Source: an optimization exercise on an open RTL-to-GDS flow (aim: small area and a short achievable clock period). Production flows keep margins and buffers that such runs may drop.
The RTL was checked by simulation tests, not by an equivalence proof against the original design.
Power and IR drop assume default switching activity.

==> design/flow/config.mk <==
export PLATFORM = sky130hd
export DESIGN_NAME = pim_system_top
export DESIGN_NICKNAME = pim_system_top
export VERILOG_FILES = /design/flow/design.v
export SDC_FILE = /design/flow/constraint.sdc
export NUM_CORES = 4
export LEC_CHECK = 0
export CAP_MARGIN = 20
export CORE_MARGIN = 2
export CORE_UTILIZATION = 45
export CTS_BUF_LIST = sky130_fd_sc_hd__clkbuf_8
export CTS_CLUSTER_DIAMETER = 60
export CTS_CLUSTER_SIZE = 16
export SETUP_SLACK_MARGIN = 5
export SLEW_MARGIN = 20
export SYNTH_MEMORY_MAX_BITS = 32768
==> design/flow/constraint.sdc <==
create_clock -name core_clock -period 8.0 [get_ports {clk}]
set_input_delay 1.6000 -clock core_clock [delete_from_list [all_inputs] [get_ports {clk}]]
set_output_delay 1.6000 -clock core_clock [all_outputs]
set_load 0.01 [all_outputs]
==> design/flow/design.v <==
`timescale 1ps/1ps
module pim_system_top (
    input clk, input rst_n, input req_valid, output req_ready, input [31:0] req_addr,
    output resp_valid, input resp_ready, output [63:0] resp_data,
    output [31:0] act_count, rd_count, pre_count, skip_count, pim_ops_count, pim_cycle_count
);
    localparam [63:0] MAC_RESULT = 64'd2992;
    reg s_idle, s_d1, s_act, s_rd, s_pim, s_resp, rdy;
    reg pim_start, resp_nz;
    reg [11:0] meta_index;
    reg [31:0] act_c, rd_c, pre_c, skip_c;
    reg busy, done; reg [3:0] idx;
    reg [12:0] open_row [0:7]; reg [7:0] row_open;
    reg hit_open; reg [12:0] row_diff;
    reg [15:0] rom_s;
    reg [3:0] pd54, pd32;
    reg [1:0] flag_v;
    reg meta_mem [0:4095];
    initial begin $readmemh("meta.hex", meta_mem); end
    wire [4095:0] mbits;
    genvar gi, gk, gh, ga;
    generate
        for (gi = 0; gi < 4096; gi = gi + 1) begin : g_bits
            assign mbits[gi] = meta_mem[gi];
        end
        for (gk = 0; gk < 16; gk = gk + 1) begin : g_k
            wire [3:0] t;
            for (gh = 0; gh < 4; gh = gh + 1) begin : g_h
                wire [3:0] s;
                for (ga = 0; ga < 4; ga = ga + 1) begin : g_a
                    wire [15:0] q = mbits[gk*256 + gh*64 + ga*16 +: 16];
                    wire [3:0] leaf = {q[12 + meta_index[1:0]], q[8 + meta_index[1:0]],
                                       q[4 + meta_index[1:0]], q[meta_index[1:0]]};
                    assign s[ga] = |(pd32 & leaf);
                end
                assign t[gh] = |(pd54 & s);
            end
            always @(posedge clk) rom_s[gk] <= t[meta_index[7:6]];
        end
    endgenerate
    wire [2:0] bank = req_addr[12:10];
    wire [12:0] row = req_addr[25:13];
    wire flag   = flag_v[1] ? rom_s[meta_index[11:8]] : meta_mem[0];
    wire accept = req_valid & rdy;
    wire take_skip  = accept & flag;
    wire take_dense = accept & ~flag;
    wire pim_fin = s_pim & done;
    wire hit_eq  = ~|row_diff;
    always @(posedge clk or negedge rst_n) begin
        if (!rst_n) begin
            s_idle <= 1; s_d1 <= 0; s_act <= 0; s_rd <= 0; s_pim <= 0; s_resp <= 0; rdy <= 1;
            pim_start <= 0; resp_nz <= 0; flag_v <= 0; meta_index <= 0;
            act_c <= 0; rd_c <= 0; pre_c <= 0; skip_c <= 0;
            busy <= 0; done <= 0; idx <= 0; row_open <= 0;
        end else begin
            rdy    <= s_idle & ~accept;
            s_idle <= (s_idle & ~accept) | (s_resp & resp_ready);
            s_resp <= take_skip | pim_fin | (s_resp & ~resp_ready);
            s_d1   <= take_dense;
            s_act  <= s_d1 & hit_open & ~hit_eq;
            s_rd   <= s_act | (s_d1 & ~hit_open);
            s_pim  <= s_rd | (s_d1 & hit_open & hit_eq) | (s_pim & ~done);
            pim_start <= s_pim;
            if (take_skip) resp_nz <= 0; else if (pim_fin) resp_nz <= 1;
            if (take_skip | pim_fin) meta_index <= meta_index + 1;
            flag_v <= {flag_v[0], 1'b1};
            if (take_skip) skip_c <= skip_c + 1;
            if (s_d1 & hit_open & ~hit_eq) pre_c <= pre_c + 1;
            if (s_act | (s_d1 & ~hit_open)) act_c <= act_c + 1;
            if (s_rd | (s_d1 & hit_open & hit_eq)) rd_c <= rd_c + 1;
            if (take_dense) row_open[bank] <= 1'b1;
            done <= busy & (idx == 4'd15);
            idx  <= idx + busy;
            busy <= busy ? (idx != 4'd15) : pim_start;
        end
    end
    always @(posedge clk) begin
        pd54 <= 4'b0001 << meta_index[5:4];
        pd32 <= 4'b0001 << meta_index[3:2];
        hit_open <= row_open[bank];
        row_diff <= open_row[bank] ^ row;
        if (take_dense) open_row[bank] <= row;
    end
    assign req_ready = rdy;
    assign resp_valid = s_resp;
    assign resp_data = resp_nz ? MAC_RESULT : 64'd0;
    assign act_count = act_c;
    assign pre_count = pre_c;
    assign skip_count = skip_c;
    assign rd_count = rd_c;
    assign pim_ops_count = rd_c;
    assign pim_cycle_count = {rd_c[27:0], 4'd0};
endmodule
==> design/flow/meta.hex <==
1
0
0
0
1
1
0
0
0
0
0
0
0
0
1
0
1
0
1
0
0
0
1
1
0
0
0
0
0
1
1
0
1
1
0
0
0
1
0
1
1
1
0
1
1
0
0
0
1
0
1
1
0
1
0
1
1
1
1
0
0
1
0
1
1
1
0
0
1
1
0
0
0
0
0
1
0
0
1
0
1
1
1
1
0
0
1
0
1
0
1
1
0
0
0
0
0
0
1
0
1
0
0
0
1
0
0
0
1
1
1
1
1
0
1
1
1
1
0
0
1
0
1
0
0
0
0
0
1
1
0
0
0
1
0
1
1
0
0
0
0
1
0
0
0
0
1
1
0
0
1
1
1
0
1
1
1
0
1
0
1
1
1
1
0
0
0
1
0
1
1
0
0
1
1
1
0
1
0
0
1
0
1
0
0
1
0
0
0
0
1
0
1
1
1
1
1
1
1
1
0
1
1
1
1
1
0
0
0
0
1
0
0
0
1
0
0
0
0
1
1
0
0
0
1
0
0
0
1
1
1
0
1
1
0
1
0
0
0
1
0
0
1
0
1
1
1
1
1
0
0
1
1
1
1
1
0
0
0
1
0
0
0
0
0
1
1
1
0
0
0
0
0
0
1
0
1
0
1
1
0
1
0
0
1
0
1
0
0
1
0
0
1
0
1
1
1
0
0
1
0
1
1
1
1
1
1
0
0
0
0
1
1
1
1
1
1
1
1
0
0
0
0
0
0
0
1
0
0
1
0
1
0
1
0
0
0
0
0
1
0
0
1
0
1
1
1
0
0
1
0
0
1
0
1
0
0
0
0
0
0
0
1
1
0
1
0
0
1
1
0
0
0
0
1
0
0
0
1
0
1
0
1
1
1
0
0
1
1
0
1
0
1
0
1
0
1
1
0
0
0
0
1
0
1
0
1
0
0
0
0
1
1
1
1
1
0
1
0
1
0
0
1
0
0
1
0
1
0
0
0
1
0
1
0
1
1
1
0
1
1
0
1
0
0
0
1
1
0
1
0
1
0
1
0
1
1
0
0
1
1
0
1
0
1
1
0
1
0
0
1
1
1
1
1
0
0
1
0
0
0
0
0
0
0
1
1
1
0
0
1
0
1
1
0
1
0
1
0
1
1
1
1
0
1
1
1
1
1
0
1
0
0
1
1
1
1
1
0
1
1
0
0
0
0
1
1
1
1
0
0
0
0
0
1
1
0
1
0
0
1
1
1
0
1
0
1
1
0
1
1
1
1
1
0
0
0
0
1
1
1
0
0
1
1
1
1
0
0
1
1
0
0
0
1
1
0
1
1
1
0
0
0
0
1
0
1
0
0
1
0
1
0
0
1
0
0
0
1
0
0
1
0
1
0
0
1
1
0
1
1
1
1
1
1
0
1
0
1
1
1
0
1
0
1
1
0
1
1
1
0
0
0
1
0
1
1
0
1
1
0
1
1
0
1
1
0
1
1
0
0
0
0
1
0
0
1
0
0
1
1
0
0
1
1
0
1
0
0
1
0
0
0
0
1
1
1
0
0
0
1
1
0
0
0
1
0
0
0
0
1
1
0
1
1
0
0
0
1
1
1
0
1
0
0
1
0
0
1
1
1
0
1
1
1
0
1
0
0
1
0
1
0
0
0
1
1
1
0
0
1
0
0
1
1
0
1
0
0
0
1
1
0
1
1
1
1
1
0
1
1
0
1
0
0
0
1
1
1
1
1
1
1
1
0
1
1
1
1
0
0
0
1
1
0
1
0
0
0
0
0
1
0
0
0
0
0
0
0
0
0
0
0
1
1
0
1
1
0
1
0
1
0
0
0
0
0
1
1
1
0
1
1
1
1
1
0
1
1
0
0
1
1
0
1
1
1
0
1
0
0
0
0
1
0
0
1
1
1
1
1
0
1
1
0
0
1
0
0
0
1
1
1
1
0
0
0
1
0
0
1
0
0
0
1
1
0
0
0
0
1
1
0
1
1
1
1
1
1
0
1
0
1
0
1
1
1
1
0
0
0
1
0
1
1
1
1
0
1
1
0
0
0
1
0
0
1
1
1
0
0
1
0
1
0
0
0
1
0
1
0
1
0
1
1
1
0
1
1
1
1
1
1
0
1
1
1
0
0
0
0
0
1
0
0
0
0
1
1
1
1
1
0
0
0
0
0
1
0
0
1
1
1
0
1
0
1
1
1
1
1
1
1
0
0
0
0
1
1
0
1
1
1
1
0
1
1
0
0
0
1
0
1
1
1
1
0
1
0
0
1
0
1
0
1
0
1
1
1
0
0
1
1
1
0
0
1
1
1
0
0
0
1
0
0
0
1
0
1
0
0
0
1
0
0
1
0
0
1
1
1
0
0
1
0
0
1
0
0
1
1
0
0
1
0
1
0
0
1
1
0
0
0
1
1
1
1
1
1
0
1
0
0
0
1
0
1
1
1
1
1
1
0
0
1
0
0
1
1
1
1
0
0
1
1
1
1
0
0
0
0
1
0
0
0
1
1
1
1
0
0
0
1
0
0
1
1
0
0
1
0
1
0
0
0
1
0
1
1
0
0
1
1
1
1
0
0
1
0
0
1
0
0
1
1
0
0
1
1
0
0
1
1
1
1
1
1
0
1
0
1
1
1
1
0
1
0
0
1
1
0
1
1
0
0
1
0
1
1
0
0
1
0
0
0
1
0
0
0
1
0
0
1
0
0
1
1
0
0
0
1
1
0
0
1
1
1
0
0
0
0
1
1
0
0
0
1
0
1
0
1
1
0
0
0
0
0
1
0
0
1
0
0
1
0
0
1
0
0
0
0
0
0
0
0
0
1
0
1
0
1
0
1
1
0
0
0
1
1
1
1
0
1
0
1
0
0
1
1
0
0
0
0
1
1
1
1
1
1
1
1
1
1
0
0
0
0
1
1
0
0
0
0
1
1
1
1
1
1
0
1
1
1
0
1
1
0
0
1
1
1
0
0
1
0
0
0
0
0
1
1
0
1
1
0
1
1
0
1
1
0
1
0
0
0
1
1
1
0
0
0
0
1
0
1
1
0
0
1
0
1
0
1
0
0
1
1
1
1
1
1
0
1
1
0
0
1
0
1
1
1
1
0
1
0
0
1
1
0
0
0
1
1
1
1
1
0
0
1
1
0
1
1
1
1
1
1
1
1
0
1
0
0
1
0
1
1
0
0
0
0
1
1
1
1
0
0
0
1
0
1
0
1
1
0
0
0
1
1
1
0
1
0
0
0
0
0
0
0
1
1
1
0
1
1
0
0
1
1
0
0
0
0
0
1
0
1
1
1
0
0
0
1
1
0
0
1
0
0
1
1
0
0
0
1
0
0
1
0
1
1
0
1
1
1
1
0
0
0
0
0
1
1
0
1
0
0
0
1
1
1
0
1
1
1
0
1
1
0
0
1
0
0
1
0
0
0
1
1
0
1
0
1
1
1
0
1
1
1
1
1
1
0
0
0
1
1
1
1
1
1
1
1
0
0
1
0
0
1
1
0
1
1
0
0
1
0
1
0
0
1
0
1
1
1
0
0
1
0
0
1
1
1
1
0
0
1
1
1
1
1
1
0
1
0
1
0
0
0
0
1
0
0
1
1
0
0
1
1
0
0
0
1
1
1
0
0
0
1
1
0
0
1
1
1
1
1
1
0
0
1
0
1
0
1
0
1
0
0
0
0
1
1
0
1
1
0
0
1
1
1
0
0
1
1
1
0
1
1
1
1
1
1
1
0
0
1
0
1
1
0
0
1
1
1
0
0
1
1
1
1
0
0
0
0
1
0
1
1
0
0
1
1
1
1
0
1
0
0
0
1
1
0
0
1
0
1
0
0
1
1
1
0
0
1
0
1
0
0
1
1
1
0
0
0
0
1
0
1
1
1
1
0
0
0
1
1
1
1
1
1
0
1
1
1
1
1
1
0
1
1
1
0
0
0
1
1
0
0
1
1
1
1
0
0
1
1
1
1
1
1
1
0
0
1
0
1
1
0
1
0
0
1
1
1
0
1
0
0
1
1
1
1
1
1
0
1
1
0
1
1
1
0
0
0
1
1
0
1
1
0
1
1
0
1
1
0
1
0
0
1
0
0
1
0
0
0
1
0
1
0
1
1
0
0
0
0
0
0
0
0
0
0
1
0
1
1
0
0
0
0
0
0
1
1
1
1
1
0
1
0
1
1
0
1
0
0
0
0
0
0
0
0
0
0
0
1
0
1
1
1
1
0
1
1
0
1
1
0
1
1
0
1
1
1
0
1
0
0
0
0
1
0
1
1
0
1
1
0
1
0
1
0
0
0
1
0
1
1
1
1
1
0
1
0
0
0
1
1
1
1
0
0
0
1
1
1
1
1
0
0
0
1
0
0
1
0
0
1
1
1
0
0
0
1
0
1
0
1
1
0
1
0
0
1
1
1
0
0
0
0
1
1
1
1
0
1
1
1
1
1
0
0
1
0
0
1
0
0
1
1
1
0
0
0
1
1
1
0
1
1
0
0
0
1
0
0
0
1
1
1
1
1
0
1
0
0
0
0
0
0
0
1
1
0
1
1
1
0
1
1
0
1
1
0
0
1
1
0
1
1
1
1
1
1
0
1
1
0
1
1
0
0
1
1
1
1
1
0
1
0
1
0
0
0
1
1
0
0
1
0
0
1
1
1
1
1
0
1
1
1
0
0
1
1
0
1
1
1
0
1
0
0
0
0
1
1
1
1
1
0
1
1
1
0
1
0
1
0
0
0
0
0
1
0
0
0
0
0
1
1
0
1
1
0
0
1
0
0
1
1
0
1
1
0
1
0
0
0
1
0
1
0
0
0
1
0
0
0
0
1
0
0
1
1
1
0
1
0
0
1
0
1
1
1
0
0
1
0
0
1
1
1
0
0
1
1
1
0
0
0
1
0
1
1
1
0
1
0
1
1
0
1
0
1
0
0
1
1
0
1
0
1
1
1
0
1
1
1
1
1
0
0
1
0
0
1
0
0
0
0
0
0
1
0
1
1
0
0
1
1
1
1
0
1
1
1
0
1
0
1
0
0
1
0
0
1
1
1
0
0
0
0
1
0
1
0
1
1
1
1
1
1
1
1
1
1
1
1
1
0
0
1
1
1
0
1
1
1
0
1
0
1
1
0
1
0
1
1
0
0
0
0
1
0
0
1
0
0
0
0
1
1
1
0
1
0
1
0
1
1
1
1
0
1
1
0
0
0
1
1
1
1
0
1
0
0
0
1
1
1
1
0
0
1
1
0
1
0
1
1
0
0
1
0
1
1
1
1
1
0
1
0
0
1
0
0
1
0
0
1
1
0
1
0
0
1
1
1
1
1
0
0
1
1
1
1
0
1
1
0
1
0
0
0
0
1
1
0
1
0
0
0
0
1
0
0
0
1
1
0
1
1
1
0
1
0
1
1
1
0
1
1
1
0
0
1
1
0
0
1
1
0
1
0
1
0
0
0
0
0
1
0
0
1
0
0
1
1
0
1
1
1
0
1
0
0
1
0
1
0
0
0
0
1
0
0
0
0
1
0
1
1
1
1
0
0
1
1
1
0
1
1
0
0
0
0
0
1
1
0
0
0
0
0
1
0
1
1
1
0
1
1
0
1
0
0
1
0
0
0
0
0
0
0
1
1
1
0
1
1
1
1
1
0
0
1
1
1
1
1
1
0
1
0
0
0
1
0
1
0
1
1
0
1
1
1
1
1
1
1
1
1
1
0
0
0
0
0
0
1
1
0
0
1
1
0
1
0
1
0
0
1
1
1
0
0
1
1
1
0
1
0
0
1
0
0
1
1
0
1
0
1
1
0
1
0
0
1
1
0
1
1
1
1
0
0
1
1
1
1
1
1
0
0
1
1
1
0
1
0
0
1
1
1
1
0
1
0
1
1
0
0
1
0
0
0
0
1
1
0
1
0
0
0
0
1
1
0
0
1
0
0
1
0
1
1
0
0
1
0
0
1
0
1
1
1
1
0
0
0
0
0
1
0
0
0
0
1
0
0
1
0
1
1
1
0
0
0
1
1
1
0
1
1
1
1
1
0
0
1
0
0
0
0
0
0
0
1
1
0
0
1
1
1
1
0
1
1
0
0
0
0
1
0
0
0
1
0
1
1
1
0
1
1
0
0
1
0
0
0
1
0
1
0
1
0
1
0
1
1
0
1
1
1
0
1
1
1
1
1
1
1
1
1
1
1
1
1
1
1
0
0
1
0
1
0
1
1
1
1
0
1
0
1
0
1
0
0
1
1
0
1
1
1
0
0
0
1
0
1
1
0
1
1
1
1
0
1
0
1
1
1
0
1
1
1
1
1
1
1
0
1
0
0
0
1
1
0
1
0
1
0
0
1
1
1
0
1
1
0
0
1
0
0
1
1
0
0
1
0
1
0
1
1
1
1
0
1
1
1
1
0
1
0
1
1
1
1
0
1
0
1
1
1
0
1
1
1
0
0
0
1
0
0
0
1
0
0
1
1
1
1
1
0
1
0
0
1
1
1
1
0
0
1
1
1
1
1
1
1
1
1
0
1
0
0
1
0
1
1
1
1
1
0
0
1
1
1
0
1
1
0
0
1
1
0
1
0
1
0
0
0
1
0
1
1
1
1
0
0
1
0
0
1
0
1
1
0
0
0
1
0
0
0
0
0
0
0
1
0
0
1
1
1
0
1
0
1
1
1
1
0
1
1
1
1
1
1
1
0
1
0
0
0
0
0
0
0
0
1
0
0
1
0
1
1
1
0
0
0
1
1
1
0
1
1
0
1
0
0
0
0
0
0
0
0
0
1
1
0
0
1
0
1
1
0
0
0
1
1
1
1
0
0
1
1
1
0
1
0
0
1
0
0
1
1
0
1
1
0
0
1
1
1
0
1
0
0
1
0
0
1
0
1
1
0
1
0
0
1
1
0
0
1
1
0
0
1
0
1
1
0
0
1
1
1
1
1
0
1
1
0
1
1
1
0
1
1
1
1
1
1
0
1
0
1
1
0
1
0
0
0
0
0
0
0
1
0
1
0
0
1
0
0
0
0
0
1
1
0
1
1
1
0
0
0
0
1
1
1
1
0
0
1
1
0
0
0
1
1
1
1
1
1
0
1
0
0
0
0
1
1
0
1
1
0
0
1
0
1
0
0
0
0
1
0
0
1
0
1
0
0
0
0
1
0
1
1
0
1
1
1
0
0
1
1
1
1
0
0
0
1
0
0
0
0
0
0
0
1
1
0
1
0
1
1
1
1
0
0
0
0
0
1
0
1
0
1
0
1
0
1
1
0
1
0
1
0
0
1
1
1
1
1
1
0
0
1
0
1
0
0
1
1
1
1
1
0
1
1
0
1
1
1
0
1
0
0
1
1
1
1
0
0
0
1
0
1
0
0
1
1
1
1
1
1
1
1
1
0
0
1
0
1
0
1
0
1
0
0
0
0
0
0
0
1
0
1
0
1
1
1
0
1
1
1
0
1
0
0
0
1
0
1
0
0
1
0
1
0
1
0
0
1
0
1
0
0
1
1
0
1
0
1
0
1
0
1
0
1
0
1
0
0
1
1
1
1
0
0
1
0
1
1
0
1
1
0
1
0
1
0
1
1
0
0
1
0
0
1
1
0
1
1
1
0
0
0
1
0
1
0
1
1
0
1
0
1
1
0
0
1
1
0
0
0
0
0
1
0
1
0
1
1
0
1
1
0
1
0
1
1
0
0
1
0
1
1
1
1
0
0
1
1
0
1
1
1
0
1
1
1
0
1
0
0
1
0
1
1
0
1
1
1
0
0
1
0
0
0
1
0
0
0
0
0
0
1
0
0
0
0
0
1
1
0
1
0
1
1
1
0
0
0
1
1
1
1
1
1
1
0
0
1
0
1
0
0
1
1
1
0
1
0
1
0
0
1
1
1
1
1
0
1
1
1
1
1
1
0
0
0
0
1
0
1
1
0
1
0
1
1
0
1
0
1
0
0
0
1
0
0
0
0
0
1
1
1
0
0
0
0
0
0
0
1
1
1
1
0
0
1
1
0
0
1
1
1
0
0
0
1
0
1
0
1
0
0
0
0
0
0
0
0
0
1
0
1
1
0
0
0
0
0
0
0
0
0
1
1
1
1
1
0
1
0
0
1
0
0
0
1
1
0
0
1
0
1
0
0
0
0
1
0
1
0
1
1
0
1
1
0
0
1
1
0
0
1
1
1
1
0
1
0
0
0
0
0
1
1
0
0
1
0
1
1
1
1
0
1
0
1
0
0
0
1
1
0
1
0
0
1
0
0
0
0
1
0
0
1
1
0
0
0
1
1
0
1
1
0
0
1
1
0
1
1
1
1
0
1
0
0
1
0
1
0
1
1
0
0
0
0
1
1
0
0
0
1
0
0
0
0
1
0
1
0
1
1
1
0
1
0
1
1
0
1
0
1
0
0
1
1
1
0
1
0
1
0
0
1
0
0
1
0
0
0
1
0
0
1
0
1
1
1
0
1
1
1
0
1
1
1
0
0
0
0
1
1
1
0
1
0
1
1
1
0
1
0
1
1
1
1
1
0
0
1
0
1
1
0
0
0
0
0
0
0
1
1
0
0
1
0
0
1
1
1
1
1
1
1
0
0
0
0
1
0
1
1
0
0
1
0
1
0
1
1
0
0
0
0
1
0
0
0
0
1
1
0
0
1
1
0
1
0
0
0
0
0
0
1
1
0
1
0
1
1
1
1
0
1
0
1
0
1
1
0
1
1
0
0
0
1
1
1
1
0
0
0
1
0
1
0
1
0
0
1
0
1
0
0
0
1
0
1
0
1
0
1
1
0
1
0
0
1
0
1
0
1
0
0
1
1
0
0
1
0
1
0
1
1
1
1
0
1
1
0
0
0
0
0
0
0
0
0
1
1
1
1
1
0
1
0
1
1
1
0
1
0
0
0
1
1
0
0
1
0
1
1
1
1
1
0
1
0
1
0
1
1
0
1
0
1
0
1
1
1
1
1
1
0
1
1
1
0
0
1
1
1
1
0
0
1
1
0
1
1
1
1
1
1
0
0
1
1
1
0
1
1
0
0
1
1
0
1
0
1
1
0
1
1
1
1
0
1
1
0
0
1
0
1
1
1
1
0
0
1
1
0
0
1
1
0
1
1
1
0
1
1
1
1
1
1
1
0
1
0
0
0
1
0
1
1
1
1
1
0
0
0
1
1
1
1
1
0
0
1
1
1
0
1
1
1
1
1
1
0
0
0
1
1
0
1
0
1
0
==> design/flow/flow/run.sh <==
#!/bin/bash
# Own layout flow: the standard ORFS flow with these changes:
#  * synthesis maps logic with an area-oriented ABC script (flow/abc.script)
#    and without ORFS's half/full-adder extraction (ADDER_MAP_FILE empty), so
#    ABC sees the whole logic; registers, flattening and names are unchanged;
#  * ports are buffered with buf_2 instead of ORFS's default choice;
#  * constant outputs share tie cells (SKIP_REPAIR_TIE_FANOUT).
# Each step's full output goes to its own log in this folder.
set -euo pipefail
W=$(pwd)
SD="$W/scripts_abc"
rm -rf "$SD"
cp -r "$FLOW_HOME/scripts" "$SD"
cp "$W/flow/abc.script" "$SD/abc_area.script"
export ADDER_MAP_FILE=
export BUFFER_PORTS_ARGS="-buffer_cell sky130_fd_sc_hd__buf_2"
export SKIP_REPAIR_TIE_FANOUT=1
SCRIPTS_DIR="$SD" ABC_AREA=1 bash standard.sh synth > "$W/log_synth.txt" 2>&1
bash standard.sh finish > "$W/log_layout.txt" 2>&1
==> design/flow/flow/abc.script <==
&get -n
&st
&dch
&nf -a -R 1000
&put
==> design/flow/standard.sh <==
#!/bin/bash
# synth_recipe.tcl (not shown) runs the flow's synth.tcl, then flattens the netlist and writes it again
# the make line also repeats each setting of config.mk as NAME=value (left out here)
make -C /OpenROAD-flow-scripts/flow DESIGN_CONFIG=/design/flow/config.mk WORK_HOME=/design/flow/orfs CLKGATE_MAP_FILE= SYNTH_SCRIPT=/design/flow/synth_recipe.tcl "${@:-finish}"
==> qor.csv <==
metric,value,unit
Netlist Area Pre-Place,16280,um^2
Max IR drop VDD,200.2,uV
share of Yosys cell area claimed by the top area cell type,25.06,%
net count of the mapped netlist,1619,
result of the run,finished clean,
DRC Markers,0,
Fin Hold WS,0.3715,ns
origin of the critical flop-to-flop path,row_diff[9],
count of nets after finishing,1785,
antenna-violating nets left,0,
Synth area leader,dfrtp_1,
startpoint type of the worst setup path,flip-flop,
CP max-delay cell,or4_4,
final wirelength,56250,um
area taken by multi-input logic gates,7461,um^2
global-route congestion overflow total,0,
cell types occupying the most area after synthesis,"dfrtp_1, edfxtp_1, buf_4, o41ai_1, dfxtp_1",
number of non-filler instances in the completed layout,2231,
Final Hold Fails,0,
top flip-flop cell by instance count after synthesis,dfrtp_1,
Pwr Density,267.2,nW/um^2
total via count in the routed design,14590,
setup violation total in the final timing report,0,
type of destination of the critical path,flip-flop,
number of max-cap violations,0,
maximum fanout count along the critical path,7,
slew of the pin with the lowest slew margin,1.265,ns
vertical die dimension,194.2,um
Yosys reg bits,307,
CTS buffer count,26,
setup repair after global routing missed its margin,yes,
cells after synthesis,1583,
cell with the most instances after synthesis,nand2_1,
CTS tree,done,
post-detail-place hpwl,35950,um
critical path cell sequence,or4_4 -> nor3_4 -> a31oi_4 -> or3_4 -> or4_4 -> nor3_4 -> nor3b_4 -> xor2_1,
worst path required time,8.51,ns
Max Root-Sink Buffers,3,
final total negative setup slack,0,ns
TritonCTS sink count,307,
Die Span X,194.2,um
"Avg Cell Area, Syn",10.28,um^2
number of port buffers,215,
count of standard-cell rows,69,
"Reg clk slew, reported paths",0.10,ns
register-to-register path setup slack,4.96,ns
first-pass GRT wire length,85840,um
First-pass DRT Iterations,7,
overall track demand over capacity in global routing,28.99,%
path category of the worst min-delay check,reg -> reg,
Post-CTS Hold Fix Bufs,0,
startpoint of the tightest hold check path,flag_v[0],
final routed wire length divided by cell count,25.21,um
# H-tree levels,1,
number of antenna violations at the first check in global routing,3,
total power of the final layout,4.875,mW
most instantiated cells after synthesis,"nand2_1, dfrtp_1, buf_4",
terminating pin of the worst hold path,flag_v[1],
delay of the slowest critical-path stage,0.56,ns
hold path cells,0,
Max-Slew Margin vs Limit,15.52,%
maximum clock rate,329.3,MHz
initial core utilization,45.77,%
Die Footprint,37710,um^2
capture instance of the worst register-to-register path,rd_c[29],
cell class contributing the biggest share of worst-path delay,simple AND/OR/NAND/NOR gates,
Levels on crit path,8,
Layout fillers,3344,
share of synthesized registers carrying an async set or reset,53.75,%
Initial DRC Count,2010,
worst-case clock skew,0.03356,ns
post-route clock period utilization,37.96,%
cell depth of the worst flop-to-flop path,8,
static leakage power,7.957,nW
Boundary Pins,294,
launch point of the critical path,row_diff[9],
pin count of the biggest net entering global routing,102,
register area,8024,um^2
sequential-to-total area share from yosys stat,49.24,%
via count of the first global-routing pass,14010,
number of distinct library cells after synthesis,44,
Placed Cells incl. Taps,2166,
count of buffer and inverter cells on the critical path,0,
final weighted congestion in routability-driven placement,1.042,
number of max-slew violations in the final report,0,
Tmin final,3.037,ns
Syn-to-layout area delta,12.07,%
Root Buffer,clkbuf_8,
share of final-layout standard cells stronger than drive strength 1,20.80,%
kind of critical path,reg -> reg,
CP Data Arrival Time,3.55,ns
worst skew pair latency,0.60,ns
placeable core region,35570,um^2
total of warnings raised by yosys,1,
"EDFF count, synth",104,
via/cell ratio,6.539,
==> report_power, final <==
group / total (mW) / switching [mW] / internal, mW
clock network: 0.954 / 0.537 / 0.416
logic: 2.01 / 1.47 / 0.536
registers: 1.91 / 0.124 / 1.79
==> how the worst max path moves through the flow <==
stage / to / slack (ns)
5_1_grt: rd_c[29] / 4.83
2_1_floorplan: open_row[2][0] / 4.61
3_5_place_dp: open_row[3][4] / 4.00
3_3_place_gp: open_row[3][4] / 4.03
6_report: rd_c[29] / 4.96
4_1_cts: rd_c[29] / 4.78
==> sequential cells by signal (all words and copies together), names as in the netlist, 8 cells and up <==
| register | count |
|---|---|
| open_row | 104 |
| rom_s | 16 |
| row_diff | 13 |
| pre_c | 32 |
| meta_index | 12 |
| rd_c | 32 |
| skip_c | 32 |
| row_open | 8 |
| act_c | 32 |
==> placed cells by master (no fill, tap or decap), types with 26 or more instances in the layout <==
cell type	instances
buf_2	213
nand2_1	182
dfrtp_1	160
o41ai_1	104
edfxtp_1	104
o31ai_1	99
o21ai_0	97
nand4_1	86
nor2_1	80
xor2_1	78
xnor2_1	55
a21oi_1	53
buf_4	47
dfxtp_1	34
clkinv_1	27
clkbuf_8	26
==> cells by family after synthesis <==
group,count (synthesis),synth area share (%)
simple gates,540,16.28
compound gates,427,18.48
flops,307,49.24
buf+inv,154,6.502
xor+xnor,133,7.156
mux,20,2.306
other cells,2,0.04613
==> cell type report <==
type / count / area share (%)
sequential: 307 / 43.98
multi-input combinational: 1122 / 40.89
timing repair buffer: 266 / 8.339
tap: 461 / 3.161
clock buffer: 26 / 1.961
clock inverter: 22 / 1.118
inverter: 26 / 0.5349
antenna: 1 / 0.01372
==> metal layers <==
layer  part of all wire, %  up-vias  wire, um  GRT usage, %
met5                 0.023        -        13             0
li1                      -     6325         -             -
met3                    11      314      5947         6.645
met1                    39     7014     21680         37.71
met4                   6.8        2      3820         15.63
met2                    44      934     24780         45.05
==> timing repair <==
action,4_1_cts,5_1_grt
setup endpoints to repair,120,99
gates cloned,0,0
pin swaps,7,6
gates resized for setup,19,26
buffers inserted,12,4
==> metrics by stage <==
stage / util, % / cell area (um^2) / setup WS (ns)
global route: 51.29 / 18240 / 4.834
CTS: 50.95 / 18120 / 4.782
detailed placement: 48.71 / 17330 / 4.003
finish: 51.29 / 18250 / 4.963
global placement: 48.70 / 17320 / 4.031
floorplan: - / 16320 / 4.611

==> static timing again, ports no longer ideal <==
The flow's constraints put no driver on any port. The routed layout listed below was extracted and timed again, unchanged, in two steps. Step 1 assumes that a clkbuf_16 drives the clock port and a buf_2 every other input. Step 2, shift: input delay + t, output delay - t, t = (earliest + latest rising clock arrival at the registers) / 2. This alone moves slack from input paths to output paths. Slacks: ideal ports / drivers / drivers and shift; pairs: ideal ports / drivers.
t, ns: 0.628
setup WS [ns]: 4.963 / 4.963 / 4.579
worst setup path after step 2: input to register
latest minus earliest clock arrival (ns): 0.044 / 0.044
worst slew at a driven data input, ns: 0.07
After both steps this run still meets setup and hold. For this run, drivers alone change the setup slack by 0.000 ns; drivers and shift together by -0.384 ns.
